Source: an optimization exercise on an open RTL-to-GDS flow (aim: small area, a short achievable clock period and few clock cycles per item). Production flows keep margins and buffers that such runs may drop.
At most, simulation tests tie the RTL to the original design; equivalence was not proved.
The RTL of run 9 was laid out without a check of its function.
In every run shown here, the design's own scripts or RTL, not TritonCTS, make the clock network.
The clock port is modelled as an ideal driver, which makes a skipped or thinned clock tree look cheaper than it is; a real chip needs a root buffer or a tree.
Power figures rest on the tool's default switching activity, not on a simulated workload.

==> design/flow/design.v <==
module RIM(
    input clk,rst_n,in_valid,
    input [7:0] maze,
    output reg out_valid,
    output reg [2:0] out_row,out_col
);
localparam CUT = 7;
reg  [62:8] a;
wire [63:8] R = {1'b1, a};
wire [71:8] B;    
reg  [2:0] cnt;
reg        calc;
reg        m_prev;
assign B[71:64] = 8'd0;
genvar r, c;
generate
    for (r = 1; r <= 7; r = r + 1) begin : g_r
        for (c = 0; c <= 7; c = c + 1) begin : g_c
            if (r == 7 && c == 7) begin : g_t
                assign B[63] = 1'b1;
            end else if (r + c == CUT - 1) begin : g_u
                assign B[r*8+c] = R[r*8+c] & (((r == 7) ? 1'b0 : R[(r+1)*8+c]) | ((c == 7) ? 1'b0 : R[r*8+c+1]));
            end else if (c == 7) begin : g_e
                assign B[r*8+c] = R[r*8+c] & B[(r+1)*8+c];
            end else begin : g_i
                assign B[r*8+c] = R[r*8+c] & (B[(r+1)*8+c] | B[r*8+c+1]);
            end
        end
    end
endgenerate
wire busy = calc | out_valid;
wire shift = ~busy | m_prev;
integer i;
always @(posedge clk) begin
    for (i = 8; i < 56; i = i + 1)
        a[i] <= shift ? R[i+8] : B[i];
    for (i = 56; i < 63; i = i + 1)
        a[i] <= ~busy ? maze[i-56] : (~m_prev & B[i]);
end
wire at_end   = (out_row == 3'd7) && (out_col == 3'd7);
wire [7:0] below = m_prev ? R[23:16] : {R[15:9], B[8]};
wire down = below[out_col];
always @(posedge clk) begin
    m_prev <= out_valid & down;
end
always @(posedge clk) begin
    cnt <= in_valid ? cnt + 3'd1 : 3'd0;
    calc <= in_valid && cnt == 3'd7;
end
always @(posedge clk or negedge rst_n) begin
    if (!rst_n) begin
        out_valid <= 1'b0;
        out_row <= 3'd0;
        out_col <= 3'd0;
    end else begin
        out_valid <= calc | (out_valid & ~at_end);
        if (out_valid) begin
            if (down)
                out_row <= out_row + 3'd1;
            if (~down | at_end)
                out_col <= out_col + 3'd1;
        end
    end
end
endmodule
==> design/flow/flow/run.sh <==
#!/bin/bash
# Standard ORFS layout (the standard.sh, standard synthesis unchanged),
# with the extra make settings listed in flow/args.txt (one per line), and
# the clock tree replaced by flow/oneclk.tcl (run as the PRE_CTS hook).
set -euo pipefail
mapfile -t ARGS < <(grep -v '^#' flow/args.txt | grep -v '^$')
bash standard.sh "${ARGS[@]}" PRE_CTS_TCL=$PWD/flow/oneclk.tcl finish > standard_flow.log 2>&1
==> design/flow/flow/args.txt <==
SETUP_SLACK_MARGIN=5.5
BUFFER_PORTS_ARGS=-buffer_cell sky130_fd_sc_hd__buf_1
==> design/flow/flow/oneclk.tcl <==
# PRE_CTS hook: replace the clock tree by a few clock buffers, each driving an
# equal share of the clock sinks (split by x position) from the centre of its
# share, so the clock reaches every register through exactly one buffer.
# TritonCTS is then skipped: clock_tree_synthesis becomes a no-op.
set clkbuf_cell sky130_fd_sc_hd__clkbuf_16
set sinks_per_buf 21
set db [ord::get_db]
set block [ord::get_db_block]
set m [$db findMaster $clkbuf_cell]
set clk [$block findNet clk]
set sinks {}
foreach it [$clk getITerms] {
  set bb [[$it getInst] getBBox]
  lappend sinks [list [expr {([$bb xMin]+[$bb xMax])/2}] [expr {([$bb yMin]+[$bb yMax])/2}] $it]
}
set sinks [lsort -integer -index 0 $sinks]
set ns [llength $sinks]
set nb [expr {($ns + $sinks_per_buf - 1) / $sinks_per_buf}]
puts "oneclk: $ns clock sinks, $nb buffers ($clkbuf_cell)"
for {set g 0} {$g < $nb} {incr g} {
  set lo [expr {$g*$ns/$nb}]
  set hi [expr {($g+1)*$ns/$nb - 1}]
  set nn [odb::dbNet_create $block clknet_root_$g]
  $nn setSigType CLOCK
  set inst [odb::dbInst_create $block $m clkbuf_root_$g]
  set xs 0; set ys 0; set n 0
  foreach s [lrange $sinks $lo $hi] {
    lassign $s x y it
    incr xs $x; incr ys $y; incr n
    $it disconnect
    $it connect $nn
  }
  $inst setLocation [expr {$xs/$n}] [expr {$ys/$n}]
  $inst setPlacementStatus PLACED
  foreach it [$inst getITerms] {
    set mt [[$it getMTerm] getName]
    if {$mt == "A"} {$it connect $clk}
    if {$mt == "X"} {$it connect $nn}
  }
}
detailed_placement
rename clock_tree_synthesis {}
proc clock_tree_synthesis {args} { puts "clock_tree_synthesis skipped: clock buffers placed by oneclk.tcl" }
==> design/flow/standard.sh <==
#!/bin/bash
# synth_recipe.tcl (not shown) runs the flow's synth.tcl, then flattens the netlist and writes it again
# the make line also repeats each setting of config.mk as NAME=value (left out here)
make -C /OpenROAD-flow-scripts/flow DESIGN_CONFIG=/design/flow/config.mk WORK_HOME=/design/flow/orfs CLKGATE_MAP_FILE= SYNTH_SCRIPT=/design/flow/synth_recipe.tcl "${@:-finish}"
==> design/flow/config.mk <==
export PLATFORM = sky130hd
export DESIGN_NAME = RIM
export DESIGN_NICKNAME = RIM
export VERILOG_FILES = /design/flow/design.v
export SDC_FILE = /design/flow/constraint.sdc
export NUM_CORES = 4
export LEC_CHECK = 0
export ABC_AREA = 1
export CAP_MARGIN = 20
export CORE_MARGIN = 2
export CORE_UTILIZATION = 40
export SLEW_MARGIN = 20
==> design/flow/constraint.sdc <==
create_clock -name core_clock -period 8.0 [get_ports {clk}]
set_input_delay 1.6000 -clock core_clock [delete_from_list [all_inputs] [get_ports {clk}]]
set_output_delay 1.6000 -clock core_clock [all_outputs]
set_load 0.01 [all_outputs]
==> run notes, run 1 <==
* Commonest non-fill, non-tap cell in the layout: nand2_1
* Post-Syn Area at 2410 µm²
* FF+latch count, synth at 61
* Rel. slew slack at 65.5%
* Cell-internal power at about 570 µW
* Vias per cell at 4.66
* HPWL Detailed at 2.80 mm
* Width of the die at 81.6 µm
* Vias in the first global route at 1629
* PortBufs at 16
* Crit end category: output port
* Synth top area share at about two fifths
* Class of the worst hold path: reg -> reg
* Peak supply drop at 176 µV
* Setup TNS at 0 ps
* Netlist cell types at 23
* Top FF cell, synth: dfxtp_1
* Final Hold Vio Count at 0
* Sw Pwr at 293 µW
* Fin crit share at a little under a third
* Die area at ~6700 µm²
* Share of post-route cells with drive strength above 1 at 7.12%
* Worst Path Max Fanout at 7
* Area contributors post-synth: dfxtp_1 40%, nand2_1 17%, o21ai_0 7.9%
* I/O pin count at 18
* Final wirelength at 3.95 mm
* First DRT Iteration DRCs at 62
* Gr usage total at 12.6%
* Fin. max-slew vios at 0
* Largest net degree at the start of global routing at 55
* DP Area at 2540 µm²
* Core Region at between 5000 and 6000 µm²
* Register area share after synthesis at between 50% and 60%
* Syn-to-layout area delta at 8.87%
* RSZ-0062 raised after global routing: true
* ANT cells at 0
* Commonest non-fill, non-tap cells in the layout: 108 x nand2_1, 48 x dfxtp_1, 38 x o21ai_0
* Die H at 81.6 µm
* Max-cap viol count at 0
* Worst-margin pin slew at 517 ps
* EDFF count, synth at 6
* WS Path Type: reg -> out
* Routability cong. at between 0.6 and 0.7
* Sequential share of power at 55.6%
* Cell taking the most area after synthesis: dfxtp_1
* CP delay by family, top: flip-flops
* ANT nets after route at 0
* # hold bufs at CTS at 0
* Combinational power share at 27.6%
* Startpoint types: register
* Slowest stage delay, CP at 500 ps
* Initial antenna violation count at 0
* WP data arrival at 840 ps
* Final Setup Violations at 0
* CP cell instances: buf_1
* Synth warn at 1
* Vias at 1791
* Fill count at 628
* Switch share at 33.9%
* Pwr dens at about 330 nW/µm²
* Global-route wire length before repair at 7.05 mm
* Nets at 328
* Syn Area/Cell at 8.12 µm²
* Avg WL per Cell at 10.3 µm
* Max Clk Rate at 410 MHz
* Number of cell rows at 28
* Final Cell Area at between 2000 and 3000 µm²
* Clk slew on worst S/H paths at 80 ps
* Remaining global-route overflow at 0
* Drc violations at 0
* Worst-skew pair later-pin latency at 150 ps
* Slowest cell on crit path: dfrtp_1
* Skew final at 6.10 ps
* Detailed Routing Iterations Pass 1 at 4
* Mapped Cells at roughly 300
* Lkg Pwr at 1.30 nW
* CP required at 6400 ps
* CP bufs+invs at 1
* Crit path time final at around 2400 ps
* Syn_nets at 314
* Outcome: complete, no violations
* Starting Density at 41.0%
* Post-synth ARST share at 11.5%
* Clock power share at 16.8%
[stage by stage]
step	setup slack [ps]	total power, mW	std cells	hold slack (ps)	util [%]
final	5560	0.864	384	422	44.6
after global routing	5490	0.944	384	452	44.6
after CTS	5610	0.844	384	415	44.5
after detailed placement	5450	0.728	381	415	43.2
after global placement	5470	0.720	381	405	43.2
after floorplan	5930	0.666	297	395	-
[per-layer routing]
layer / GRT usage [%] / share of wire, % / vias to the layer above
met2: 23.6 / 46 / 25
met4: 0.833 / 0.78 / 0
met3: 1.21 / 3.0 / 2
li1: - / - / 991
met1: 16.5 / 51 / 773
met5: 0 / 0 / -
[cell type report]
class | instances | area [µm²] | area share [%]
flip-flops and latches | 61 | 1320 | 50.2
inverters | 21 | 82.6 | 3.15
multi-input cells | 207 | 988 | 37.7
well taps | 75 | 93.8 | 3.57
plain buffers | 3 | 75.1 | 2.86
repair buffers | 17 | 67.6 | 2.57
[flip-flops by register name, indices dropped and copies added (netlist names)]
register   flops
a             49
cnt            3
out_col        3
out_row        3
calc           1
m_prev         1
out_valid      1
[power by group through the flow]
stage | sequential [mW] | combinational [mW] | clock [mW]
detailed placement | 0.488 | 0.240 | 0
CTS | 0.489 | 0.242 | 0.113
finish | 0.480 | 0.238 | 0.145
floorplan | 0.475 | 0.191 | 0
global route | 0.497 | 0.284 | 0.163
global placement | 0.486 | 0.235 | 0
[Yosys cell counts (4+ instances only)]
| cell | number |
|---|---|
| clkbuf_1 | 8 |
| dfrtp_1 | 7 |
| dfxtp_1 | 48 |
| edfxtp_1 | 6 |
| ha_1 | 6 |
| inv_1 | 19 |
| nand2_1 | 108 |
| nand2_2 | 9 |
| nand3_1 | 9 |
| nor2_1 | 11 |
| o21ai_0 | 38 |
| o21ai_1 | 11 |
| o21ai_2 | 4 |
[path summary, 6_finish.rpt]
| kind | start | end | slack (ps) | cells after the start |
|---|---|---|---|---|
| worst min register to register | cnt[0] | cnt[0] | 420 | 1 |
| worst max register to register | out_valid | a[53] | 5690 | 6 |
| worst max-delay path | out_valid | out_valid | 5560 | 1 |
| worst min-delay path | cnt[0] | cnt[0] | 420 | 1 |
| min in group asynchronous | rst_n | out_col[1] | 1330 | 1 |
| max in group asynchronous | rst_n | out_col[0] | 6380 | 1 |
[cell families (layout without fill, tap and decap cells)]
family / Yosys count / count (layout) / share of synthesized area [%]
buf+inv: 29 / 41 / 4.51
mux: 1 / 1 / 0.415
simple gates: 138 / 138 / 23.0
compound gates: 62 / 62 / 14.4
flops: 61 / 61 / 54.6
fa+ha+maj: 6 / 6 / 3.11
[timing repair]
item,in CTS,in global routing
setup buffers,0,0
endpoints found under the setup margin,7,34
gates resized for setup,1,2
Testbench counts, summed over its fixed seeds: cycles 11,040, mazes 480.
==> inputs of run 2 (changes only) <==
==> design/flow/flow/args.txt (replaced) <==
SETUP_SLACK_MARGIN=5.8
BUFFER_PORTS_ARGS=-buffer_cell sky130_fd_sc_hd__buf_1
--- a/design/flow/flow/oneclk.tcl
+++ b/design/flow/flow/oneclk.tcl
@@ -39,5 +39,6 @@
   }
 }
 detailed_placement
+source [file join [file dirname [info script]] split.tcl]
 rename clock_tree_synthesis {}
 proc clock_tree_synthesis {args} { puts "clock_tree_synthesis skipped: clock buffers placed by oneclk.tcl" }
==> design/flow/flow/split.tcl (new file) <==
# Isolate each output port's register from its internal loads: the register
# then drives only the port's output buffer and one buffer that drives
# everything else, so the path to the port sees a light load.
set split_cell sky130_fd_sc_hd__buf_2
set block [ord::get_db_block]
foreach bterm [$block getBTerms] {
  if {[$bterm getIoType] != "OUTPUT"} continue
  set pnet [$bterm getNet]
  set obuf ""
  foreach it [$pnet getITerms] { if {[$it isOutputSignal]} { set obuf [$it getInst] } }
  if {$obuf == ""} continue
  set qnet ""
  foreach it [$obuf getITerms] { if {[$it isInputSignal]} { set qnet [$it getNet] } }
  if {$qnet == ""} continue
  set loads {}
  foreach it [$qnet getITerms] {
    if {[$it isInputSignal] && [[$it getInst] getName] != [$obuf getName]} {
      lappend loads [get_pins "[[$it getInst] getName]/[[$it getMTerm] getName]"]
    }
  }
  if {[llength $loads] > 0} {
    puts "split: [$bterm getName] net [$qnet getName]: [llength $loads] internal loads"
    insert_buffer -buffer_cell $split_cell -net [get_nets [$qnet getName]] -load_pins $loads
  }
}
detailed_placement
==> run 2 against run 1 <==
Still clean; first-iteration DRC count shrank 9.7%; critical path depth is the same; combinational power grew 14%; sequential power shrank 3%; register-to-register slack gained 360 ps; synthesized area is the same; die area is the same; final area grew 2.5%; sequential share of layout area shrank 1.3 points; setup slack gained 160 ps; global-route usage grew 0.25 points; utilization grew 1.1 points; largest power group unchanged.
==> run notes, run 2 <==
* Pwr dens at 329 nW/µm²
* Worst-skew pair later-pin latency at 150 ps
* Syn_nets at roughly 310
* Reg2reg end: a[54]
* Gr usage total at 12.9%
* Mapped Cells at 297
* R2R Path Start: out_valid
* Die area at 6660 µm²
* Area contributors post-synth: dfxtp_1 40%, nand2_1 17%, o21ai_0 7.9%
* Detailed Routing Iterations Pass 1 at 4
* Most numerous cell in the Yosys netlist: nand2_1
* Setup TNS at 0 ps
* Commonest non-fill, non-tap cells in the layout: 108 x nand2_1, 48 x dfxtp_1, 35 x o21ai_0
* Max Clk Rate at 440 MHz
* I/O pin count at 18
* Die H at about 82 µm
* Slowest cell on crit path: dfrtp_1
* ANT nets after route at 0
* Synth top area share at 39.9%
* Final wirelength at 4.10 mm
* CP cell instances: clkbuf_2
* Syn Area/Cell at ~8.1 µm²
* Top reg by flops: a
* Fin. max-slew vios at 0
* Initial antenna violation count at 0
* CP bufs+invs at 1
* Post-synth ARST share at 11.5%
* Starting Density at 41.0%
* Vias in the first global route at 1658
* Syn-to-layout area delta at 11.6%
* Crit path time final at 2270 ps
* Hold Crit Endpoint: cnt[0]
* WS Path Type: reg -> out
* CP required at 6400 ps
* Number of cell rows at 28
* Final Setup Violations at 0
* Largest net degree at the start of global routing at 55
* EDFF count, synth at 6
* Netlist cell types at 23
* Commonest non-fill, non-tap cell in the layout: nand2_1
* Peak supply drop at 177 µV
* Tot Pwr at 885 µW
* Share of post-route cells with drive strength above 1 at 11.6%
* FF-to-FF setup slack at roughly 6100 ps
* CP delay by family, top: flip-flops
* Worst Path Max Fanout at 2
* Drc violations at 0
* Slowest stage delay, CP at 400 ps
* Final Hold Vio Count at 0
* Avg WL per Cell at 10.4 µm
* Cell taking the most area after synthesis: dfxtp_1
* Final core occ at 45.7%
* Global-route wire length before repair at 7.21 mm
* Rel. slew slack at between 60% and 70%
* WP data arrival at approximately 670 ps
* Width of the die at 81.6 µm
* Post-Syn Area at between 2000 and 2500 µm²
* R2R depth at 5
* Synth warn at 1
* Vias per cell at 4.68
* HPWL Detailed at 2.80 mm
* ANT cells at 0
* PortBufs at 16
* Nets at 337
* Pre-CTS setup slack at 5450 ps
* Remaining global-route overflow at 0
* Vias at 1838
* Top FF cell, synth: dfxtp_1
* Worst Min Path Start: cnt[0]
* Fin crit share at 28.4%
* Outcome: complete, no violations
* Worst Hold Depth at 1
* # hold bufs at CTS at 0
* RSZ-0062 raised after global routing: true
* First DRT Iteration DRCs at between 50 and 60
* Crit end category: output port
* Startpoint types: register
* Worst-margin pin slew at 514 ps
* Class of the worst hold path: reg -> reg
* Clk slew on worst S/H paths at ~80 ps
* Register area share after synthesis at 54.6%
* Routability cong. at 0.688
* Final Worst Setup Slack at 5730 ps
* Lkg Pwr at 1.38 nW
* Core Region at 5890 µm²
* FF+latch count, synth at 61
* Post-synth top cells: 108 x nand2_1, 48 x dfxtp_1, 38 x o21ai_0
* Max-cap viol count at 0
* Largest register FFs at between 40 and 50
* Skew final at 6.01 ps
## run 2: area by class of cell
class	count	area [µm²]
plain buffers	3	75.1
multi-input cells	207	993
well taps	75	93.8
repair buffers	26	130
inverters	21	81.3
flip-flops and latches	61	1320
fillers	624	3200
## run 2: logic make-up (layout without fill, tap and decap cells)
kind of cell / Yosys count / in the layout / synth area share, %
flip-flops: 61 / 61 / 54.6
adder cells (fa/ha/maj): 6 / 6 / 3.11
AO/OA/AOI/OAI: 62 / 62 / 14.4
buffers and inverters: 29 / 50 / 4.51
AND/OR/NAND/NOR: 138 / 138 / 23.0
multiplexers: 1 / 1 / 0.415
## run 2: routing by layer
| layer | global-route usage, % | up-vias | share of wire, % |
|---|---|---|---|
| met2 | 24.2 | 27 | 46 |
| met3 | 1.21 | 2 | 2.6 |
| met5 | 0 | - | 0 |
| met4 | 0.833 | 0 | 0.76 |
| met1 | 16.7 | 799 | 51 |
| li1 | - | 1010 | - |
## run 2: metrics by stage
stage / hold WS [ps] / instances / cell area (µm²)
2_1_floorplan: 395 / 297 / 2410
3_3_place_gp: 405 / 381 / 2540
3_5_place_dp: 415 / 381 / 2540
4_1_cts: 415 / 391 / 2660
5_1_grt: 452 / 393 / 2690
6_report: 422 / 393 / 2690
## run 2: repair_timing
action / in CTS / in global routing
resized for setup: 3 / 12
buffers inserted: 0 / 2
setup endpoints to repair: 33 / 46
## run 2: worst max-delay path by stage
stage / from / to / slack [ps] / cells past startpoint
4_1_cts: out_valid / a[54] / 5870 / 5
6_report: out_valid / out_valid / 5730 / 1
2_1_floorplan: out_col[0] / out_col[0] / 5930 / 0
3_3_place_gp: out_valid / a[54] / 5470 / 4
5_1_grt: out_col[2] / out_col[2] / 5690 / 1
3_5_place_dp: out_valid / a[54] / 5450 / 4
## run 2: where the power goes
| part | switching (mW) | internal (mW) | total, mW |
|---|---|---|---|
| logic | 0.163 | 0.108 | 0.271 |
| clock network | 0.0772 | 0.0683 | 0.145 |
| registers | 0.0588 | 0.409 | 0.468 |
| total | 0.299 | 0.586 | 0.885 |
==> inputs of run 3 (changes only) <==
==> design/flow/flow/args.txt (replaced) <==
SETUP_SLACK_MARGIN=5.7
BUFFER_PORTS_ARGS=-buffer_cell sky130_fd_sc_hd__buf_1
--- a/design/flow/flow/oneclk.tcl
+++ b/design/flow/flow/oneclk.tcl
@@ -3,7 +3,7 @@
 # share, so the clock reaches every register through exactly one buffer.
 # TritonCTS is then skipped: clock_tree_synthesis becomes a no-op.
 set clkbuf_cell sky130_fd_sc_hd__clkbuf_16
-set sinks_per_buf 21
+set sinks_per_buf 32
 set db [ord::get_db]
 set block [ord::get_db_block]
 set m [$db findMaster $clkbuf_cell]
==> run 3 against run 2 <==
Critical path type unchanged; sequential share of layout area is 0.48 points higher; largest power group unchanged; critical endpoint unchanged; total power is 2.6% lower; register-to-register slack worse by 100 ps; via count is 0.38% lower; routed wire length is 0.88% lower; highest routed layer unchanged; final cell count is 0.25% lower; synthesized cell count stayed put; global-route usage is 0.21 points lower.
==> run notes, run 3 <==
* R2R depth at 7
* Fin. max-slew vios at 0
* Lkg Pwr at around 1.4 nW
* Largest net degree at the start of global routing at 55
* Top FF cell, synth: dfxtp_1
* CP delay by family, top: flip-flops
* Syn_nets at 314
* Outcome: complete, no violations
* Worst Min Path Start: cnt[0]
* Reg area at 1320 µm²
* Area of the multi-input gates at 993 µm²
* Setup TNS at 0 ps
* Hold_ws at roughly 430 ps
* Final Hold Vio Count at 0
* Fin crit share at about 29%
* First DRT Iteration DRCs at 81
* Area contributors post-synth: dfxtp_1 40%, nand2_1 17%, o21ai_0 7.9%
* Hold Crit Endpoint: cnt[0]
* Gr usage total at 12.7%
* Final core occ at 45.3%
* Fill count at 628
* Register area share after synthesis at 54.6%
* Vias in the first global route at about 1.6k
* CP required at 6400 ps
* Width of the die at 81.6 µm
* Syn Area/Cell at 8.12 µm²
* Detailed Routing Iterations Pass 1 at 6
* Commonest non-fill, non-tap cells in the layout: 108 x nand2_1, 48 x dfxtp_1, 38 x o21ai_0
* EDFF count, synth at 6
* Crit path time final at 2300 ps
* Commonest non-fill, non-tap cell in the layout: nand2_1
* Global-route wire length before repair at 7.06 mm
* R2R Path Start: out_valid
* Worst Hold Depth at 1
* Post-synth top cells: 108 x nand2_1, 48 x dfxtp_1, 38 x o21ai_0
* Worst-margin pin slew at 476 ps
* Rel. slew slack at approximately two thirds
* FF-to-FF setup slack at 5950 ps
* CP bufs+invs at 1
* Vias at 1831
* Syn-to-layout area delta at 10.5%
* Tot Pwr at 862 µW
* FF+latch count, synth at 61
* Clk slew on worst S/H paths at 120 ps
* Cell taking the most area after synthesis: dfxtp_1
* Drc violations at 0
* CP cell instances: clkbuf_2
* Worst-skew pair later-pin latency at 180 ps
* Post-Syn Area at ~2400 µm²
* Peak supply drop at 193 µV
* Mapped Cells at 297
* Routability cong. at 0.688
* Startpoint types: register
* Skew final at 10.9 ps
* Top reg by flops: a
* Die area at between 6000 and 7000 µm²
* Core Region at roughly 5900 µm²
* Slowest cell on crit path: dfrtp_1
* RSZ-0062 raised after global routing: true
* Synth warn at 1
* Number of cell rows at 28
* Final wirelength at 4.07 mm
* Pwr dens at about 320 nW/µm²
* Worst Path Max Fanout at 2
* Nets at 336
* Share of post-route cells with drive strength above 1 at 11.4%
* # hold bufs at CTS at 0
* Die H at 81.6 µm
* Final Setup Violations at 0
* PortBufs at 16
* Slowest stage delay, CP at 410 ps
* Vias per cell at 4.67
* HPWL Detailed at around 2.8 mm
* Netlist cell types at 23
* Max Clk Rate at 434 MHz
* Largest register FFs at 49
* Avg WL per Cell at 10.4 µm
* WS Path Type: reg -> out
* Remaining global-route overflow at 0
* Most numerous cell in the Yosys netlist: nand2_1
* Class of the worst hold path: reg -> reg
* Starting Density at 41.0%
* WP data arrival at 700 ps
* I/O pin count at 18
* ANT nets after route at 0
* Post-synth ARST share at a little under an eighth
* Reg2reg end: a[53]
* Max-cap viol count at 0
* Crit end category: output port
* Synth top area share at ~40%
* Initial antenna violation count at 0
* ANT cells at 0
[run 3: power breakdown]
part	switching, mW	internal [mW]
clock	0.0768	0.0467
combinational	0.163	0.108
sequential	0.0583	0.409
total	0.298	0.563
[run 3: logic make-up (layout without fill, tap and decap cells)]
family / after synthesis / after routing / synth area share [%]
simple gates: 138 / 138 / 23.0
compound gates: 62 / 62 / 14.4
flops: 61 / 61 / 54.6
buf+inv: 29 / 49 / 4.51
fa+ha+maj: 6 / 6 / 3.11
mux: 1 / 1 / 0.415
[run 3: timing repair]
action	in CTS	in global routing
endpoints found under the setup margin	33	40
gates resized for setup	2	9
setup buffers	0	2
[run 3: worst max path at each step]
stage	from	to	slack (ps)	cells after the start
5_1_grt	out_col[2]	out_col[2]	5640	1
3_5_place_dp	out_valid	a[54]	5450	4
4_1_cts	out_valid	a[54]	5740	5
3_3_place_gp	out_valid	a[54]	5470	4
2_1_floorplan	out_col[0]	out_col[0]	5930	0
6_report	out_valid	out_valid	5700	1
[run 3: worst reg2reg max path: cells and delay by family (launching register included)]
family                 cells  cell delay (ps)
buffers and inverters      3              880
and+or+nand+nor            3              610
AOI/OAI and AO/OA          1               70
DFF                        1              380
[run 3: layout make-up]
| cell class | count | area share (%) |
|---|---|---|
| sequential | 61 | 49.4 |
| multi-input combinational | 207 | 37.3 |
| inverter | 21 | 3.01 |
| buffer | 2 | 1.88 |
| tap | 75 | 3.52 |
| timing repair buffer | 26 | 4.88 |
[run 3: per-layer routing]
| layer | up-vias | wire, µm | track usage, % |
|---|---|---|---|
| li1 | 1006 | - | - |
| met1 | 800 | 2070 | 16.7 |
| met2 | 23 | 1870 | 23.9 |
| met3 | 2 | 99 | 0.769 |
| met4 | 0 | 23 | 0.500 |
| met5 | - | 0 | 0 |
[run 3: stage by stage]
| stage | cells | area (µm²) | setup WS, ps |
|---|---|---|---|
| global route | 392 | 2660 | 5640 |
| detailed placement | 381 | 2540 | 5450 |
| CTS | 390 | 2630 | 5740 |
| global placement | 381 | 2540 | 5470 |
| floorplan | 297 | 2410 | 5930 |
| finish | 392 | 2660 | 5700 |
==> inputs of run 4 (changes only) <==
--- a/design/flow/flow/oneclk.tcl
+++ b/design/flow/flow/oneclk.tcl
@@ -3,7 +3,7 @@
 # share, so the clock reaches every register through exactly one buffer.
 # TritonCTS is then skipped: clock_tree_synthesis becomes a no-op.
 set clkbuf_cell sky130_fd_sc_hd__clkbuf_16
-set sinks_per_buf 32
+set sinks_per_buf 21
 set db [ord::get_db]
 set block [ord::get_db_block]
 set m [$db findMaster $clkbuf_cell]
==> run 4 against run 3 <==
Highest routed layer unchanged; clock power grew 18%; via count grew 0.44%; maximum frequency grew 1.6%; final area grew 0.56%; largest power group unchanged; clock skew shrank 4.8 ps; combinational power is essentially flat; utilization grew 0.26 points; sequential share of layout area shrank 0.28 points; critical endpoint is now out_col[1]; first-iteration DRC count shrank 14%; setup slack gained 37 ps; worst hold slack lost 4.6 ps; register-to-register slack lost 90 ps.
==> run notes, run 4 <==
* Outcome: complete, no violations
* WS Path Type: reg -> out
* Register area share after synthesis at ~55%
* Width of the die at 81.6 µm
* FF+latch count, synth at 61
* Largest net degree at the start of global routing at 55
* Top reg by flops: a
* Routability cong. at roughly 0.7
* Switch share at 33.8%
* Synth warn at 1
* First DRT Iteration DRCs at 70
* CP delay by family, top: flip-flops
* Avg WL per Cell at 10.3 µm
* Vias at around 1.8k
* Vias per cell at between 4 and 5
* ANT cells at 0
* Pwr dens at 329 nW/µm²
* Commonest non-fill, non-tap cells in the layout: 108 x nand2_1, 48 x dfxtp_1, 38 x o21ai_0
* Final Cell Area at 2680 µm²
* Number of cell rows at 28
* Die area at between 6000 and 7000 µm²
* Mapped Cells at 297
* Cell-internal power at 584 µW
* Post-synth ARST share at 11.5%
* Peak supply drop at between 150 and 200 µV
* RSZ-0062 raised after global routing: true
* Post-Syn Area at around 2400 µm²
* Syn-to-layout area delta at 11.1%
* Hold_ws at approximately 420 ps
* Syn Area/Cell at around 8 µm²
* Clk slew on worst S/H paths at 80 ps
* Skew final at 6.11 ps
* I/O pin count at 18
* Max Clk Rate at 441 MHz
* Most numerous cell in the Yosys netlist: nand2_1
* Largest register FFs at 49
* Slowest stage delay, CP at between 300 and 400 ps
* Syn_nets at approximately 310
* Worst Min Path Start: cnt[0]
* Final Setup Violations at 0
* Netlist cell types at 23
* CP bufs+invs at 1
* Cell taking the most area after synthesis: dfxtp_1
* Final Worst Setup Slack at 5730 ps
* Slowest cell on crit path: dfrtp_1
* Fin crit share at about 28%
* Initial antenna violation count at 0
* Commonest non-fill, non-tap cell in the layout: nand2_1
* Sequential share of power at 53.0%
* Clock power share at between 15 and 20%
* Rel. slew slack at 67.5%
* Worst-skew pair later-pin latency at 150 ps
* Die H at between 80 and 90 µm
* CP cell instances: clkbuf_2
* Worst-margin pin slew at 486 ps
* Fin. max-slew vios at 0
* Starting Density at 41.0%
* Setup crit start: out_col[1]
* Nets at between 300 and 400
* ANT nets after route at 0
* WP data arrival at 670 ps
* DP Area at around 2500 µm²
* Synth top area share at 39.9%
* Final Hold Vio Count at 0
* R2R Path Start: out_valid
* Class of the worst hold path: reg -> reg
* Gr usage total at about an eighth
* PortBufs at 16
* Crit end category: output port
* Share of post-route cells with drive strength above 1 at 10.4%
* Crit path time final at 2270 ps
* Top FF cell, synth: dfxtp_1
* Pre-CTS setup slack at 5450 ps
* Detailed Routing Iterations Pass 1 at 4
* # hold bufs at CTS at 0
* Remaining global-route overflow at 0
* Global-route wire length before repair at 7.19 mm
* EDFF count, synth at 6
* Tot Pwr at 882 µW
* Lkg Pwr at 1.36 nW
* Vias in the first global route at approximately 1.7k
* Max-cap viol count at 0
* HPWL Detailed at between 2 and 3 mm
* Drc violations at 0
* CP required at 6400 ps
* Final wirelength at just over 4 mm
* Combinational power share at 30.5%
* Post-synth top cells: 108 x nand2_1, 48 x dfxtp_1, 38 x o21ai_0
* Sw Pwr at 298 µW
* Core Region at 5890 µm²
* Startpoint types: register
* Worst Path Max Fanout at 2
* Setup TNS at 0 ps
* Area contributors post-synth: dfxtp_1 40%, nand2_1 17%, o21ai_0 7.9%
run 4: cell counts after synthesis:
No cell type changed its count.
run 4: metrics by stage:
stage	instances	util (%)
global placement	381	43.2
finish	393	45.5
global route	393	45.5
CTS	391	45.1
detailed placement	381	43.2
floorplan	297	-
run 4: area by class of cell:
cell class | count | area, µm²
multi-input cells | 207 | 988
repair buffers | 26 | 125
fillers | 623 | 3210
plain buffers | 3 | 75.1
flip-flops and latches | 61 | 1320
inverters | 21 | 80.1
well taps | 75 | 93.8
run 4: final timing paths:
kind | endpoint | slack [ps] | cells after the start
worst max register to register | a[54] | 5860 | 5
worst min-delay path | cnt[0] | 420 | 1
worst min register to register | cnt[0] | 420 | 1
min in group asynchronous | out_col[1] | 1330 | 1
worst max-delay path | out_col[1] | 5730 | 1
max in group asynchronous | out_row[2] | 6390 | 1
run 4: cells by family after synthesis:
logic type / share of synthesized area (%)
compound gates: 14.4
fa+ha+maj: 3.11
buf+inv: 4.51
flops: 54.6
mux: 0.415
simple gates: 23.0
run 4: per-layer routing:
metal | track usage (%) | up-vias | share of wire (%)
met5 | 0 | - | 0
met4 | 0.833 | 0 | 0.77
met3 | 1.21 | 2 | 2.7
met2 | 24.1 | 27 | 46
met1 | 16.7 | 801 | 50
li1 | - | 1009 | -
run 4: repair_timing:
action	CTS	global route
setup buffers	0	2
gates resized for setup	2	4
endpoints found under the setup margin	33	36
run 4: power groups by stage:
stage	combinational, mW	clock (mW)	sequential [mW]
2_1_floorplan	0.191	0	0.475
3_5_place_dp	0.240	0	0.488
6_report	0.269	0.145	0.468
3_3_place_gp	0.235	0	0.486
5_1_grt	0.317	0.163	0.483
4_1_cts	0.264	0.113	0.477
==> inputs of run 5 (changes only) <==
--- a/design/flow/flow/split.tcl
+++ b/design/flow/flow/split.tcl
@@ -1,7 +1,7 @@
 # Isolate each output port's register from its internal loads: the register
 # then drives only the port's output buffer and one buffer that drives
 # everything else, so the path to the port sees a light load.
-set split_cell sky130_fd_sc_hd__buf_2
+set split_cell sky130_fd_sc_hd__buf_1
 set block [ord::get_db_block]
 foreach bterm [$block getBTerms] {
   if {[$bterm getIoType] != "OUTPUT"} continue
==> run 5 against run 4 <==
Worst hold slack is essentially flat; routed wire length grew 1.2%; critical path type unchanged; highest routed layer unchanged; utilization grew 0.21 points; via count rose by 0.16%; register-to-register slack improved by 100 ps; largest power group unchanged; still clean on timing, DRC and antenna.
==> run notes, run 5 <==
* Outcome: complete, no violations
* WS Path Type: reg -> out
* R2R depth at 7
* Nets at 338
* Drc violations at 0
* ANT nets after route at 0
* CP Depth at 1
* FF+latch count, synth at 61
* Final Setup Violations at 0
* Vias per cell at 4.68
* Fin crit share at 28.4%
* Cell-internal power at 585 µW
* Simple-Gate Fraction of Synth Area at 23.0%
* Global-route wire length before repair at 7.21 mm
* Lkg Pwr at 1.35 nW
* CP required at 6400 ps
* First DRT Iteration DRCs at 66
* Peak supply drop at ~180 µV
* Worst-skew pair later-pin latency at around 150 ps
* Post-Synth XOR/XNOR Area at 0%
* Cell taking the most area after synthesis: dfxtp_1
* Largest net degree at the start of global routing at 55
* PortBufs at 16
* Tot Pwr at ~880 µW
* Max Clk Rate at 440 MHz
* Remaining global-route overflow at 0
* Clock power share at 16.4%
* Worst-margin pin slew at about 410 ps
* Syn_nets at approximately 310
* Synth top area share at about two fifths
* I/O pin count at 18
* Final Worst Setup Slack at 5720 ps
* Initial antenna violation count at 0
* Switch share at 33.8%
* Fin. max-slew vios at 0
* Vias in the first global route at ~1.7k
* # hold bufs at CTS at 0
* RSZ-0062 raised after global routing: true
* Sequential share of power at a little over half
* Commonest non-fill, non-tap cells in the layout: 108 x nand2_1, 48 x dfxtp_1, 38 x o21ai_0
* HPWL Detailed at between 2 and 3 mm
* ANT cells at 0
* WP data arrival at about 680 ps
* Synth Area in Compound Gates at 14.4%
* Final wirelength at 4.09 mm
* Width of the die at 81.6 µm
* Non-Filler Instances at approximately 400
* Avg WL per Cell at between 10 and 15 µm
* Starting Density at 41.0%
* Class of the worst hold path: reg -> reg
* Top reg by flops: a
* Worst Path Max Fanout at 2
* CP delay by family, top: flip-flops
* Skew final at 5.48 ps
* Core Region at 5890 µm²
* Placed insts at 381
* Commonest non-fill, non-tap cell in the layout: nand2_1
* Final Hold Vio Count at 0
* Die H at around 82 µm
* Die area at between 6000 and 7000 µm²
* Netlist cell types at 23
* Synth warn at 1
* Rel. slew slack at 73.0%
* Vias at around 1.8k
* Post-synth top cells: 108 x nand2_1, 48 x dfxtp_1, 38 x o21ai_0
* Pre-CTS setup slack at about 5500 ps
* Post-Synth Adder-Cell Area at 3.11%
* Crit path time final at 2280 ps
* Worst Hold Depth at 1
* Slowest cell on crit path: dfrtp_1
* Sw Pwr at 299 µW
* Largest family of logic cells by synthesized area: simple AND/OR/NAND/NOR gates
* EDFF count, synth at 6
* Routability cong. at 0.688
* Startpoint types: register
* Share of post-route cells with drive strength above 1 at 9.40%
* Mux cell area share after synthesis at 0.415%
* Final Cell Area at 2690 µm²
* Gr usage total at 12.9%
* Slowest stage delay, CP at 400 ps
* Register area share after synthesis at 54.6%
* Post-synth ARST share at 11.5%
* Combinational power share at 30.7%
* CP bufs+invs at 1
* Area contributors post-synth: dfxtp_1 40%, nand2_1 17%, o21ai_0 7.9%
* Clk slew on worst S/H paths at ~80 ps
* Pwr dens at around 330 nW/µm²
* DP Area at 2540 µm²
* Most numerous cell in the Yosys netlist: nand2_1
* Crit end category: output port
* Syn-to-layout area delta at 11.6%
* Setup TNS at 0 ps
* Hold_ws at 422 ps
* Largest register FFs at 49
* Number of cell rows at 28
* Syn Area/Cell at 8.12 µm²
* Top FF cell, synth: dfxtp_1
* Detailed Routing Iterations Pass 1 at 4
* Mapped Cells at 297
* Max-cap viol count at 0
* Final core occ at 45.7%
* Post-Syn Area at 2410 µm²
* Fill count at 632
* CP cell instances: clkbuf_2
run 5: area by class of cell:
| cell class | instances | area [µm²] | share of cell area, % |
|---|---|---|---|
| Timing Repair Buffer | 27 | 128 | 4.74 |
| Tap cell | 75 | 93.8 | 3.49 |
| Buffer | 3 | 75.1 | 2.79 |
| Inverter | 21 | 80.1 | 2.98 |
| Multi-Input combinational cell | 207 | 998 | 37.1 |
| Sequential cell | 61 | 1320 | 48.9 |
run 5: kinds of logic (layout without fill, tap and decap cells):
kind of cell / after synthesis / in the layout
compound gates: 62 / 62
simple gates: 138 / 138
flops: 61 / 61
fa+ha+maj: 6 / 6
buf+inv: 29 / 51
mux: 1 / 1
run 5: path summary, 6_finish.rpt:
kind | startpoint | to | slack [ps]
setup / recovery | out_valid | out_valid | 5720
hold / removal | cnt[0] | cnt[0] | 420
max in group asynchronous | rst_n | out_row[2] | 6380
hold reg to reg | cnt[0] | cnt[0] | 420
setup reg to reg | out_valid | a[53] | 5960
min in group asynchronous | rst_n | out_col[1] | 1330
run 5: what timing repair did:
item                       4_1_cts  5_1_grt
setup endpoints to repair       33       39
buffers inserted                 0        3
pin swaps                        0        0
resized for setup                3        8
run 5: power by group through the flow:
| stage | combinational (mW) | clock (mW) | sequential [mW] |
|---|---|---|---|
| final | 0.271 | 0.145 | 0.468 |
| after global routing | 0.319 | 0.163 | 0.483 |
| after global placement | 0.235 | 0 | 0.486 |
| after floorplan | 0.191 | 0 | 0.475 |
| after CTS | 0.262 | 0.113 | 0.478 |
| after detailed placement | 0.240 | 0 | 0.488 |
run 5: routing by layer:
metal | wire (µm) | part of all wire (%) | track usage, % | up-vias
met5 | 0 | 0 | 0 | -
met4 | 31 | 0.76 | 0.833 | 0
met3 | 103 | 2.5 | 1.21 | 2
met2 | 1880 | 46 | 24.2 | 27
met1 | 2070 | 51 | 16.7 | 800
li1 | - | - | - | 1013
==> inputs of run 6 (changes only) <==
--- a/design/flow/design.v
+++ b/design/flow/design.v
@@ -43,16 +43,16 @@
 always @(posedge clk) begin
     m_prev <= out_valid & down;
 end
-always @(posedge clk) begin
-    cnt <= in_valid ? cnt + 3'd1 : 3'd0;
-    calc <= in_valid && cnt == 3'd7;
-end
 always @(posedge clk or negedge rst_n) begin
     if (!rst_n) begin
+        cnt <= 3'd0;
+        calc <= 1'b0;
         out_valid <= 1'b0;
         out_row <= 3'd0;
         out_col <= 3'd0;
     end else begin
+        cnt <= in_valid ? cnt + 3'd1 : 3'd0;
+        calc <= in_valid && cnt == 3'd7;
         out_valid <= calc | (out_valid & ~at_end);
         if (out_valid) begin
             if (down)
==> design/flow/flow/args.txt (replaced) <==
SETUP_SLACK_MARGIN=5.78
BUFFER_PORTS_ARGS=-buffer_cell sky130_fd_sc_hd__buf_1
--- a/design/flow/flow/oneclk.tcl
+++ b/design/flow/flow/oneclk.tcl
@@ -3,7 +3,7 @@
 # share, so the clock reaches every register through exactly one buffer.
 # TritonCTS is then skipped: clock_tree_synthesis becomes a no-op.
 set clkbuf_cell sky130_fd_sc_hd__clkbuf_16
-set sinks_per_buf 21
+set sinks_per_buf 16
 set db [ord::get_db]
 set block [ord::get_db_block]
 set m [$db findMaster $clkbuf_cell]
--- a/design/flow/flow/split.tcl
+++ b/design/flow/flow/split.tcl
@@ -1,7 +1,7 @@
 # Isolate each output port's register from its internal loads: the register
 # then drives only the port's output buffer and one buffer that drives
 # everything else, so the path to the port sees a light load.
-set split_cell sky130_fd_sc_hd__buf_1
+set split_cell sky130_fd_sc_hd__buf_2
 set block [ord::get_db_block]
 foreach bterm [$block getBTerms] {
   if {[$bterm getIoType] != "OUTPUT"} continue
==> run 6 against run 5 <==
Via count is 0.11% lower; total power is 1.9% higher; utilization rose by 0.47 points; global-route usage down 0.27 points; die area grew 0.80%; first-iteration DRC count rose by 7.6%; maximum frequency up 0.53%; sequential power is essentially flat; sequential cell count did not move; clock power grew 14%; critical path type unchanged; critical endpoint is now out_col[0].
==> run notes, run 6 <==
* Outcome: complete, no violations
* Largest register FFs at 49
* Crit path time final at 2260 ps
* Fin crit share at 28.3%
* Drc violations at 0
* RSZ-0062 raised after global routing: true
* Remaining global-route overflow at 0
* Vias per cell at ~4.7
* Top reg by flops: a
* Worst Path Max Fanout at 2
* Area contributors post-synth: dfxtp_1 36%, nand2_1 17%, dfrtp_1 11%
* Routability cong. at a little under 0.7
* Vias at about 1.8k
* CP cell instances: clkbuf_2
* Avg WL per Cell at 10.2 µm
* Register area share after synthesis at around 55%
* PortBufs at 16
* Post-synth ARST share at 18.0%
* Netlist cell types at 23
* Slowest cell on crit path: dfrtp_1
* Pwr dens at 331 nW/µm²
* FF+latch count, synth at 61
* Final Setup Violations at 0
* Fill count at 600
* Syn Area/Cell at 8.19 µm²
* Placed insts at 381
* Cell taking the most area after synthesis: dfxtp_1
* EDFF count, synth at 6
* Non-Filler Instances at a little under 400
* Syn_nets at 314
* Clk slew on worst S/H paths at 70 ps
* I/O pin count at 18
* Synth warn at 1
* Worst-margin pin slew at around 590 ps
* Lkg Pwr at ~1.4 nW
* Hold_ws at 441 ps
* WS Path Type: reg -> out
* ANT cells at 0
* Max Clk Rate at 442 MHz
* Tot Pwr at about 900 µW
* Commonest non-fill, non-tap cell in the layout: nand2_1
* Final Hold Vio Count at 0
* Fin. max-slew vios at 0
* Most numerous cell in the Yosys netlist: nand2_1
* Core Region at 5890 µm²
* HPWL Detailed at 2.74 mm
* Post-synth top cells: 108 x nand2_1, 44 x dfxtp_1, 38 x o21ai_0
* Rel. slew slack at 60.5%
* Die H at between 80 and 90 µm
* Vias in the first global route at 1666
* Crit end category: output port
* Global-route wire length before repair at around 7.1 mm
* Initial antenna violation count at 0
* Max-cap viol count at 0
* Gr usage total at 12.6%
* WP data arrival at 660 ps
* Setup TNS at 0 ps
* Nets at 336
* Largest net degree at the start of global routing at 61
* Final wirelength at ~4 mm
* Peak supply drop at 184 µV
* CP bufs+invs at 1
* Die area at 6720 µm²
* Top FF cell, synth: dfxtp_1
* Syn-to-layout area delta at 11.8%
* Startpoint types: register
* Starting Density at 41.3%
* Synth top area share at between 30% and 40%
* Number of cell rows at 28
* Width of the die at between 80 and 90 µm
* CP delay by family, top: flip-flops
* Detailed Routing Iterations Pass 1 at 4
* Class of the worst hold path: reg -> reg
* Skew final at 8.09 ps
* # hold bufs at CTS at 0
* Mapped Cells at 297
* Post-Syn Area at 2430 µm²
* Slowest stage delay, CP at 390 ps
* CP required at 6400 ps
* Commonest non-fill, non-tap cells in the layout: 108 x nand2_1, 44 x dfxtp_1, 36 x o21ai_0
* First DRT Iteration DRCs at 71
* ANT nets after route at 0
* Share of post-route cells with drive strength above 1 at between 10% and 20%
* Worst-skew pair later-pin latency at 140 ps
run 6: final timing paths:
check / from / to / slack [ps] / cells past startpoint
min in group asynchronous: rst_n / out_row[2] / 1430 / 1
max in group asynchronous: rst_n / out_row[1] / 6180 / 1
max: out_col[0] / out_col[0] / 5740 / 1
min reg2reg: cnt[0] / cnt[0] / 440 / 1
max reg2reg: out_valid / a[18] / 6040 / 7
min: cnt[0] / cnt[0] / 440 / 1
run 6: timing repair:
action                                  in CTS  in global routing
endpoints found under the setup margin      33                 46
buffers inserted                             0                  0
gates resized for setup                      2                 11
run 6: cell type report:
class	instances	area, µm²	area share (%)
repair buffers	24	115	4.23
inverters	21	80.1	2.95
flip-flops and latches	61	1340	49.1
multi-input cells	207	993	36.5
plain buffers	4	100	3.68
well taps	75	93.8	3.45
run 6: cell families (layout without fill, tap and decap cells):
logic type	after synthesis	in the layout	synth area share (%)
mux	1	1	0.412
buf+inv	29	49	4.48
flops	61	61	55.0
compound gates	62	62	14.3
fa+ha+maj	6	6	3.09
simple gates	138	138	22.8
run 6: per-layer routing:
metal / track usage [%] / routed length, µm
met5: 0 / 0
met4: 1.33 / 49
met3: 0.989 / 122
met1: 17.3 / 2000
met2: 22.4 / 1830
run 6: where the power goes:
part	internal (mW)	leakage (nW)	switching [mW]	total (mW)
combinational	0.103	0.769	0.160	0.263
sequential	0.410	0.579	0.0612	0.471
clock	0.0898	0.0493	0.0764	0.166
run 6: through the flow:
step | setup WS [ps] | util (%) | instance area [µm²]
floorplan | 5930 | - | 2430
global placement | 5540 | 43.5 | 2560
detailed placement | 5540 | 43.5 | 2560
CTS | 5800 | 45.9 | 2700
global route | 5700 | 46.2 | 2720
finish | 5740 | 46.2 | 2720
Testbench counts of run 6, summed over its fixed seeds: cycles 11,040, mazes 480.
==> inputs of run 7 (changes only) <==
--- a/design/flow/flow/oneclk.tcl
+++ b/design/flow/flow/oneclk.tcl
@@ -3,7 +3,7 @@
 # share, so the clock reaches every register through exactly one buffer.
 # TritonCTS is then skipped: clock_tree_synthesis becomes a no-op.
 set clkbuf_cell sky130_fd_sc_hd__clkbuf_16
-set sinks_per_buf 16
+set sinks_per_buf 21
 set db [ord::get_db]
 set block [ord::get_db_block]
 set m [$db findMaster $clkbuf_cell]
==> run 7 against run 6 <==
Still clean on timing, DRC and antenna; combinational power is essentially flat; maximum frequency shrank 0.70%; sequential share of layout area grew 0.46 points; critical path depth is the same; synthesized area is the same; final area shrank 0.92%; clock power shrank 15%; sequential cell count is the same.
==> run notes, run 7 <==
* Outcome: complete, no violations
* Commonest non-fill, non-tap cell in the layout: nand2_1
* Synth top area share at 36.2%
* Drc violations at 0
* Peak supply drop at 183 µV
* Worst-skew pair later-pin latency at 150 ps
* Mapped Cells at ~300
* Netlist cell types at 23
* Avg WL per Cell at between 10 and 15 µm
* Setup TNS at 0 ps
* Slowest cell on crit path: dfrtp_1
* Switch share at between 30% and 40%
* ANT cells at 0
* Die area at ~6700 µm²
* Startpoint types: register
* Final wirelength at between 3 and 4 mm
* PortBufs at 16
* Cell-internal power at 581 µW
* CP delay by family, top: flip-flops
* Fin crit share at 28.5%
* Gr usage total at 12.4%
* Worst Path Max Fanout at 2
* Vias in the first global route at 1646
* Area contributors post-synth: dfxtp_1 36%, nand2_1 17%, dfrtp_1 11%
* Final Hold Vio Count at 0
* Initial antenna violation count at 0
* Pwr dens at 325 nW/µm²
* GRT Max-Usage Layer: met2
* Number of cell rows at 28
* Syn_nets at 314
* Crit end category: output port
* Sequential share of power at a little over half
* Clk slew on worst S/H paths at ~80 ps
* ANT nets after route at 0
* Tot Pwr at between 800 and 900 µW
* Post-synth ARST share at 18.0%
* CP cell instances: clkbuf_2
* FF+latch count, synth at 61
* Nets at 335
* HPWL Detailed at 2.74 mm
* Lkg Pwr at about 1.4 nW
* Register area share after synthesis at 55.0%
* Routability cong. at roughly 0.69
* CP required at 6400 ps
* Width of the die at 82.0 µm
* Vias at 1814
* Most numerous cell in the Yosys netlist: nand2_1
* Rel. slew slack at between 60% and 70%
* Synth warn at 1
* Remaining global-route overflow at 0
* Top reg by flops: a
* Slowest stage delay, CP at 400 ps
* WS Path Type: reg -> out
* Max Clk Rate at 439 MHz
* Commonest non-fill, non-tap cells in the layout: 108 x nand2_1, 44 x dfxtp_1, 36 x o21ai_0
* Crit path time final at 2280 ps
* Largest register FFs at about 50
* Combinational power share at a little under a third
* Syn-to-layout area delta at 10.8%
* Core Region at 5890 µm²
* Syn Area/Cell at just over 8 µm²
* Vias per cell at 4.64
* # hold bufs at CTS at 0
* Share of post-route cells with drive strength above 1 at 11.1%
* GRT met1 Usage at around 17%
* Sw Pwr at a little under 300 µW
* EDFF count, synth at 6
* WP data arrival at 680 ps
* Worst-margin pin slew at 592 ps
* Cell taking the most area after synthesis: dfxtp_1
* CP bufs+invs at 1
* Top FF cell, synth: dfxtp_1
* Largest net degree at the start of global routing at 61
* I/O pin count at 18
* Die H at 82.0 µm
* Class of the worst hold path: reg -> reg
* First DRT Iteration DRCs at between 70 and 80
* Post-Syn Area at 2430 µm²
* Met3 global-route usage at less than 1%
* Met2 Use GR at a little over a fifth
* Clock power share at 16.1%
* Global-route wire length before repair at 6.98 mm
* Post-synth top cells: 108 x nand2_1, 44 x dfxtp_1, 38 x o21ai_0
* Final Setup Violations at 0
* Skew final at 12.9 ps
* RSZ-0062 raised after global routing: true
* Fin. max-slew vios at 0
* Starting Density at approximately 41%
* Detailed Routing Iterations Pass 1 at 4
* Max-cap viol count at 0
==> run 7: changes by cell type in the layout (fill, tap and decap cells not counted) <==
cell | previous run | this run
clkbuf_16 | 4 | 3
==> run 7: cell type report <==
cell class	instances	area, µm²
multi-input cells	207	993
flip-flops and latches	61	1340
well taps	75	93.8
inverters	21	80.1
repair buffers	24	115
fillers	603	3190
plain buffers	3	75.1
==> run 7: per-stage QoR <==
step	hold WS, ps	cells	cell area (µm²)	utilization [%]	setup slack [ps]
floorplan	406	297	2430	-	5930
global placement	422	381	2560	43.5	5540
detailed placement	424	381	2560	43.5	5540
CTS	432	391	2680	45.5	5800
global route	460	391	2690	45.8	5680
finish	443	391	2690	45.8	5720
==> run 7: kinds of logic (layout without fill, tap and decap cells) <==
logic type / after synthesis / count (layout) / synth area share, %
AOI/OAI and AO/OA: 62 / 62 / 14.3
adders and majority gates: 6 / 6 / 3.09
buffers and inverters: 29 / 48 / 4.48
DFF: 61 / 61 / 55.0
muxes: 1 / 1 / 0.412
and+or+nand+nor: 138 / 138 / 22.8
==> run 7: repair_timing <==
| item | CTS | global route |
|---|---|---|
| resized for setup | 2 | 11 |
| endpoints found under the setup margin | 33 | 45 |
| gates cloned | 0 | 0 |
| setup buffers | 0 | 0 |
==> run 7: worst register-to-register path, delay by kind of cell (launching register included) <==
family                 cells  cell delay, ps
buffers and inverters      3             840
and+or+nand+nor            3             560
DFF                        1             370
AOI/OAI and AO/OA          1              70
==> run 7: final timing paths <==
| check | from | endpoint | slack, ps | depth (start not counted) |
|---|---|---|---|---|
| worst min-delay path | cnt[0] | cnt[0] | 440 | 1 |
| min in group asynchronous | rst_n | out_valid | 1420 | 1 |
| worst max register to register | out_valid | a[50] | 6030 | 7 |
| worst min register to register | cnt[0] | cnt[0] | 440 | 1 |
| worst max-delay path | out_valid | out_valid | 5720 | 1 |
| max in group asynchronous | rst_n | cnt[2] | 6190 | 1 |
==> run 7: layer usage <==
layer	wire, µm	part of all wire, %
met2	1800	46
met4	42	1.1
met5	0	0
met1	1960	50
met3	129	3.3
==> run 7: power by group through the flow <==
stage	clock network (mW)	registers, mW	logic, mW
floorplan	0	0.475	0.192
global placement	0	0.487	0.235
detailed placement	0	0.490	0.240
CTS	0.113	0.480	0.263
global route	0.160	0.485	0.315
finish	0.141	0.471	0.263
==> inputs of run 8 (changes only) <==
==> design/flow/flow/args.txt (replaced) <==
SETUP_SLACK_MARGIN=5.7
BUFFER_PORTS_ARGS=-buffer_cell sky130_fd_sc_hd__buf_1
==> run 8 against run 7 <==
Critical path depth unchanged; clock power about the same; final area shrank 0.23%; combinational power hardly changed; synthesized cell count stayed put; utilization is 0.11 points lower; final cell count did not move; routed wire length is essentially flat; sequential share of layout area is 0.12 points higher; global-route usage is the same; sequential cell count unchanged; synthesized area unchanged; critical endpoint unchanged.
==> run notes, run 8 <==
* First DRT Iteration DRCs at 76
* Pwr dens at 325 nW/µm²
* Outcome: complete, no violations
* Setup TNS at 0 ps
* WS Path Type: reg -> out
* PortBufs at 16
* Final Setup Violations at 0
* FF-to-FF setup slack at between 5000 and 6000 ps
* Startpoint types: register
* Worst Hold Depth at 1
* Slowest cell on crit path: dfrtp_1
* Syn Area/Cell at 8.19 µm²
* Register area share after synthesis at a little over half
* Cell taking the most area after synthesis: dfxtp_1
* Crit path time final at between 2000 and 2500 ps
* Mapped Cells at roughly 300
* Final wirelength at 3.94 mm
* Largest net degree at the start of global routing at 61
* Commonest non-fill, non-tap cell in the layout: nand2_1
* Most numerous cell in the Yosys netlist: nand2_1
* FF+latch count, synth at 61
* Cell-internal power at 580 µW
* ANT nets after route at 0
* Commonest non-fill, non-tap cells in the layout: 108 x nand2_1, 44 x dfxtp_1, 38 x o21ai_0
* Class of the worst hold path: reg -> reg
* Vias in the first global route at 1646
* Avg WL per Cell at 10.1 µm
* Netlist cell types at 23
* Synth warn at 1
* Die area at 6720 µm²
* Initial antenna violation count at 0
* Worst-skew pair later-pin latency at 150 ps
* Gr usage total at 12.4%
* Crit end category: output port
* Starting Density at 41.3%
* WP data arrival at 680 ps
* HPWL Detailed at 2.74 mm
* CP required at 6400 ps
* Switch share at 33.5%
* Non-Filler Instances at approximately 390
* Syn-to-layout area delta at 10.6%
* Post-CTS Setup Repair Bufs at 0
* Drc violations at 0
* R2R depth at 5
* Number of cell rows at 28
* CP Depth at 1
* Area contributors post-synth: dfxtp_1 36%, nand2_1 17%, dfrtp_1 11%
* Worst Path Max Fanout at 2
* Post-synth top cells: 108 x nand2_1, 44 x dfxtp_1, 38 x o21ai_0
* Lkg Pwr at between 1 and 1.5 nW
* Fin. max-slew vios at 0
* Core Region at approximately 5900 µm²
* Routability cong. at 0.690
* Top reg by flops: a
* I/O pin count at 18
* Fin crit share at 28.5%
* Nets at 335
* CP cell instances: clkbuf_2
* Global-route wire length before repair at 6.98 mm
* Slowest stage delay, CP at 400 ps
* Clock power share at 16.1%
* Top FF cell, synth: dfxtp_1
* Synth top area share at a little over a third
* RSZ-0062 raised after global routing: true
* Rel. slew slack at 60.5%
* Remaining global-route overflow at 0
* CP delay by family, top: flip-flops
* EDFF count, synth at 6
* Post-synth ARST share at 18.0%
* Vias at 1820
* Worst-margin pin slew at 592 ps
* CP bufs+invs at 1
* Syn_nets at 314
* Max Clk Rate at between 400 and 500 MHz
* Placed insts at 381
* Vias per cell at 4.65
* Peak supply drop at 182 µV
* Share of post-route cells with drive strength above 1 at 10.8%
* Die H at 82.0 µm
* Clk slew on worst S/H paths at ~80 ps
* Post-Syn Area at 2430 µm²
* Skew final at between 10 and 15 ps
* # hold bufs at CTS at 0
* ANT cells at 0
* Max-cap viol count at 0
* Sw Pwr at 293 µW
* Detailed Routing Iterations Pass 1 at 4
* Hold_ws at 443 ps
* Combinational power share at 30.0%
* Sequential share of power at 53.9%
* Largest register FFs at 49
* Width of the die at 82.0 µm
* Final Hold Vio Count at 0
==> run 8: worst paths after layout <==
path,endpoint,startpoint
max,out_valid,out_valid
min,cnt[0],cnt[0]
max reg2reg,a[14],out_valid
min reg2reg,cnt[0],cnt[0]
max in group asynchronous,cnt[2],rst_n
min in group asynchronous,out_valid,rst_n
==> run 8: cell type report <==
class	instances	area, µm²
Fill cell	605	3200
Tap cell	75	93.8
Inverter	21	80.1
Sequential cell	61	1340
Multi-Input combinational cell	207	988
Buffer	3	75.1
Timing Repair Buffer	24	114
==> run 8: cells by family after synthesis <==
group	share of synthesized area (%)
buffers and inverters	4.48
adders and majority gates	3.09
DFF	55.0
and+or+nand+nor	22.8
muxes	0.412
AOI/OAI and AO/OA	14.3
==> run 8: routing by layer <==
layer | wire length (µm) | global-route usage, % | vias up
li1 | - | - | 1008
met2 | 1790 | 22.0 | 16
met5 | 0 | 0 | -
met4 | 42 | 1.00 | 0
met1 | 2000 | 17.4 | 793
met3 | 104 | 0.879 | 3
==> run 8: through the flow <==
step / utilization (%) / instance area (µm²) / worst slack, ps / power [mW]
final: 45.7 / 2690 / 5720 / 0.872
after global routing: 45.7 / 2690 / 5680 / 0.959
after CTS: 45.5 / 2680 / 5800 / 0.856
after detailed placement: 43.5 / 2560 / 5540 / 0.730
after global placement: 43.5 / 2560 / 5540 / 0.722
after floorplan: - / 2430 / 5930 / 0.666
==> run 8: power groups by stage <==
| stage | Combinational, mW | Clock, mW | Sequential, mW |
|---|---|---|---|
| global route | 0.314 | 0.160 | 0.485 |
| global placement | 0.235 | 0 | 0.487 |
| detailed placement | 0.240 | 0 | 0.490 |
| floorplan | 0.192 | 0 | 0.475 |
| CTS | 0.263 | 0.113 | 0.480 |
| finish | 0.262 | 0.140 | 0.470 |
==> run 8: what timing repair did <==
action	CTS	global route
setup endpoints to repair	33	39
cloned	0	0
resized for setup	2	7
==> inputs of run 9 (changes only) <==
--- a/design/flow/design.v
+++ b/design/flow/design.v
@@ -10,7 +10,7 @@
 wire [71:8] B;    
 reg  [2:0] cnt;
 reg        calc;
-reg        m_prev;
+reg        shift;
 assign B[71:64] = 8'd0;
 genvar r, c;
 generate
@@ -29,31 +29,30 @@
     end
 endgenerate
 wire busy = calc | out_valid;
-wire shift = ~busy | m_prev;
 integer i;
 always @(posedge clk) begin
     for (i = 8; i < 56; i = i + 1)
         a[i] <= shift ? R[i+8] : B[i];
     for (i = 56; i < 63; i = i + 1)
-        a[i] <= ~busy ? maze[i-56] : (~m_prev & B[i]);
+        a[i] <= shift ? (~busy & maze[i-56]) : B[i];
 end
 wire at_end   = (out_row == 3'd7) && (out_col == 3'd7);
-wire [7:0] below = m_prev ? R[23:16] : {R[15:9], B[8]};
+wire [7:0] below = shift ? R[23:16] : {R[15:9], B[8]};
 wire down = below[out_col];
+wire calc_nxt = in_valid && cnt == 3'd7;
+wire valid_nxt = calc | (out_valid & ~at_end);
 always @(posedge clk) begin
-    m_prev <= out_valid & down;
+    cnt <= in_valid ? cnt + 3'd1 : 3'd0;
+    calc <= calc_nxt;
+    shift <= ~(calc_nxt | valid_nxt) | (out_valid & down);
 end
 always @(posedge clk or negedge rst_n) begin
     if (!rst_n) begin
-        cnt <= 3'd0;
-        calc <= 1'b0;
         out_valid <= 1'b0;
         out_row <= 3'd0;
         out_col <= 3'd0;
     end else begin
-        cnt <= in_valid ? cnt + 3'd1 : 3'd0;
-        calc <= in_valid && cnt == 3'd7;
-        out_valid <= calc | (out_valid & ~at_end);
+        out_valid <= valid_nxt;
         if (out_valid) begin
             if (down)
                 out_row <= out_row + 3'd1;
==> run 9 against run 8 <==
First-iteration DRC count is 25% higher; utilization is 0.080 points lower; still clean; global-route usage is 0.33 points higher; critical endpoint is now out_col[0]; synthesized area is 0.41% higher; routed wire length is 2.4% higher; worst hold slack worse by 7.6 ps; clock skew is 1.3 ps lower; final area is 0.42% higher; critical path depth stayed put.
==> run notes, run 9 <==
* Mapped Cells at 300
* Worst Path Max Fanout at 2
* Syn_nets at between 300 and 400
* Final Setup Violations at 0
* Post-synth ARST share at 11.5%
* Gr usage total at 12.8%
* ANT cells at 0
* Initial antenna violation count at 0
* First DRT Iteration DRCs at 95
* Slowest cell on crit path: dfrtp_1
* CP delay by family, top: flip-flops
* Detailed Routing Iterations Pass 1 at 4
* Die H at 82.1 µm
* ANT nets after route at 0
* Final Worst Setup Slack at 5730 ps
* Die area at 6740 µm²
* Post-Syn Area at 2440 µm²
* Setup TNS at 0 ps
* Peak supply drop at approximately 210 µV
* Lkg Pwr at between 1 and 1.5 nW
* Final wirelength at 4.03 mm
* Largest register FFs at 49
* WP data arrival at 670 ps
* I/O pin count at 18
* Pre-CTS setup slack at 5550 ps
* Nets at 338
* Met3 wire len at 112 µm
* Area contributors post-synth: dfxtp_1 39%, nand2_1 16%, o21ai_0 8.8%
* Outcome: complete, no violations
* Final Hold Vio Count at 0
* Crit path time final at 2270 ps
* CP required at roughly 6400 ps
* Share of post-route cells with drive strength above 1 at ~11%
* Fin crit share at 28.4%
* Post-synth top cells: 105 x nand2_1, 47 x dfxtp_1, 43 x o21ai_0
* WS Path Type: reg -> out
* Max Clk Rate at roughly 440 MHz
* FF+latch count, synth at 61
* HPWL Detailed at around 2.7 mm
* Slowest stage delay, CP at 390 ps
* Avg WL per Cell at 10.2 µm
* Fin. max-slew vios at 0
* Max-cap viol count at 0
* Top reg by flops: a
* Register area share after synthesis at 54.3%
* Vias in the first global route at 1733
* Width of the die at 82.1 µm
* Metal-1 WL at 2.01 mm
* Pwr dens at 337 nW/µm²
* Syn-to-layout area delta at 10.6%
* Routability cong. at about 0.73
* Commonest non-fill, non-tap cell in the layout: nand2_1
* Worst-skew pair later-pin latency at 150 ps
* EDFF count, synth at 7
* Startpoint types: register
* CP cell instances: clkbuf_2
* Syn Area/Cell at 8.14 µm²
* Largest net degree at the start of global routing at 86
* Starting Density at between 40% and 50%
* Drc violations at 0
* Global-route wire length before repair at 7.21 mm
* Vias per cell at 4.69
* Top FF cell, synth: dfxtp_1
* RSZ-0062 raised after global routing: true
* PortBufs at 16
* Class of the worst hold path: reg -> reg
* Commonest non-fill, non-tap cells in the layout: 105 x nand2_1, 46 x dfxtp_1, 43 x o21ai_0
* Core Region at 5920 µm²
* Number of cell rows at 28
* Synth top area share at around 39%
* Worst-margin pin slew at 409 ps
* CP bufs+invs at 1
* Skew final at 11.2 ps
* Crit end category: output port
* Cell taking the most area after synthesis: dfxtp_1
* Rel. slew slack at 72.8%
* Remaining global-route overflow at 0
* Vias at between 1.5k and 2k
* Max layer used: met4
* Most numerous cell in the Yosys netlist: nand2_1
* Netlist cell types at 21
* Met2 WL at 1.87 mm
* Clk slew on worst S/H paths at 90 ps
* Synth warn at 1
[run 9: changes by cell type in the layout (fill, tap and decap cells not counted), sizes merged, moves of 3 or more]
cell | before | now
o21ai | 53 | 47
dfrtp | 11 | 7
dfxtp | 44 | 47
nor2 | 12 | 7
inv | 20 | 28
o22ai | 2 | 6
[run 9: final timing paths]
check                      slack (ps)  cells after the start        from    endpoint
max                              5730                      1  out_col[0]  out_col[0]
min                               430                      1      cnt[0]      cnt[0]
max reg2reg                      6020                     10       shift  out_row[1]
min reg2reg                       430                      1      cnt[0]      cnt[0]
max in group asynchronous        6370                      1       rst_n  out_row[0]
min in group asynchronous        1340                      1       rst_n  out_row[2]
[run 9: stage by stage]
stage	hold WS [ps]	util [%]	area (µm²)	cells	total power, mW
after CTS	424	45.2	2680	393	0.886
after global placement	410	43.3	2560	383	0.748
after floorplan	395	-	2440	300	0.691
after global routing	448	45.6	2700	394	0.992
final	435	45.6	2700	394	0.909
after detailed placement	424	43.3	2560	383	0.759
[run 9: cell type report]
| type | count | area [µm²] |
|---|---|---|
| fillers | 595 | 3220 |
| flip-flops and latches | 61 | 1330 |
| multi-input cells | 202 | 968 |
| repair buffers | 25 | 129 |
| inverters | 28 | 105 |
| well taps | 75 | 93.8 |
| plain buffers | 3 | 75.1 |
[run 9: power breakdown]
part	internal [mW]	switching [mW]
logic	0.110	0.176
clock network	0.0682	0.0758
registers	0.420	0.0596
[run 9: what timing repair did]
action                                  in CTS  in global routing
endpoints found under the setup margin       7                 12
hold buffers                                 0                  0
gates cloned                                 0                  0
setup buffers                                0                  1
gates resized for setup                      1                  8
[run 9: logic make-up (layout without fill, tap and decap cells)]
kind of cell / Yosys count / count (layout) / synth area share, %
and+or+nand+nor: 136 / 136 / 23.0
buffers and inverters: 37 / 56 / 6.00
AOI/OAI and AO/OA: 60 / 60 / 13.6
adders and majority gates: 6 / 6 / 3.08
DFF: 61 / 61 / 54.3
[run 9: metal layers]
layer	vias to the layer above	global-route usage [%]
met1	814	17.1
li1	1013	-
met2	14	23.3
met3	5	1.09
met4	0	1.17
met5	-	0

separate check: timing with driven ports:
In the flow no input, the clock included, has a driving cell. The finished layouts below were timed again as built, in two steps. Step 1, drivers: a clkbuf_16 drives clk and a buf_2 each remaining input, both assumed. Step 2 moves the port delays by t, midway between the first and last clock arrival at a register: inputs arrive t later, outputs are due t later. That takes back most of the time a late clock gives input paths. a / b / c = ideal / step 1 / step 2; a / b = the first two.
| run | shift t [ns] | setup slack, ns | hold WS [ns] | worst setup path after step 2 | worst register clock-pin slew, ns |
|---|---|---|---|---|---|
| run 1 | 0.207 | 5.563 / 5.503 / 5.691 | 0.422 / 0.422 / 0.422 | register to register | 0.08 / 0.08 |
| run 2 | 0.207 | 5.727 / 5.667 / 5.874 | 0.422 / 0.422 / 0.422 | register to output | 0.08 / 0.08 |
| run 3 | 0.216 | 5.696 / 5.650 / 5.866 | 0.427 / 0.427 / 0.427 | register to output | 0.12 / 0.12 |
| run 4 | 0.206 | 5.732 / 5.673 / 5.859 | 0.422 / 0.422 / 0.422 | register to register | 0.08 / 0.08 |
| run 5 | 0.206 | 5.725 / 5.665 / 5.871 | 0.422 / 0.422 / 0.422 | register to output | 0.08 / 0.08 |
| run 6 | 0.204 | 5.737 / 5.668 / 5.872 | 0.441 / 0.441 / 0.441 | register to output | 0.07 / 0.07 |
| run 7 | 0.203 | 5.721 / 5.663 / 5.865 | 0.443 / 0.443 / 0.443 | register to output | 0.08 / 0.08 |
| run 8 | 0.203 | 5.717 / 5.658 / 5.861 | 0.443 / 0.443 / 0.443 | register to output | 0.08 / 0.08 |
| run 9 | 0.204 | 5.727 / 5.669 / 5.872 | 0.435 / 0.435 / 0.435 | register to output | 0.09 / 0.09 |
After both steps every run listed still meets setup and hold.
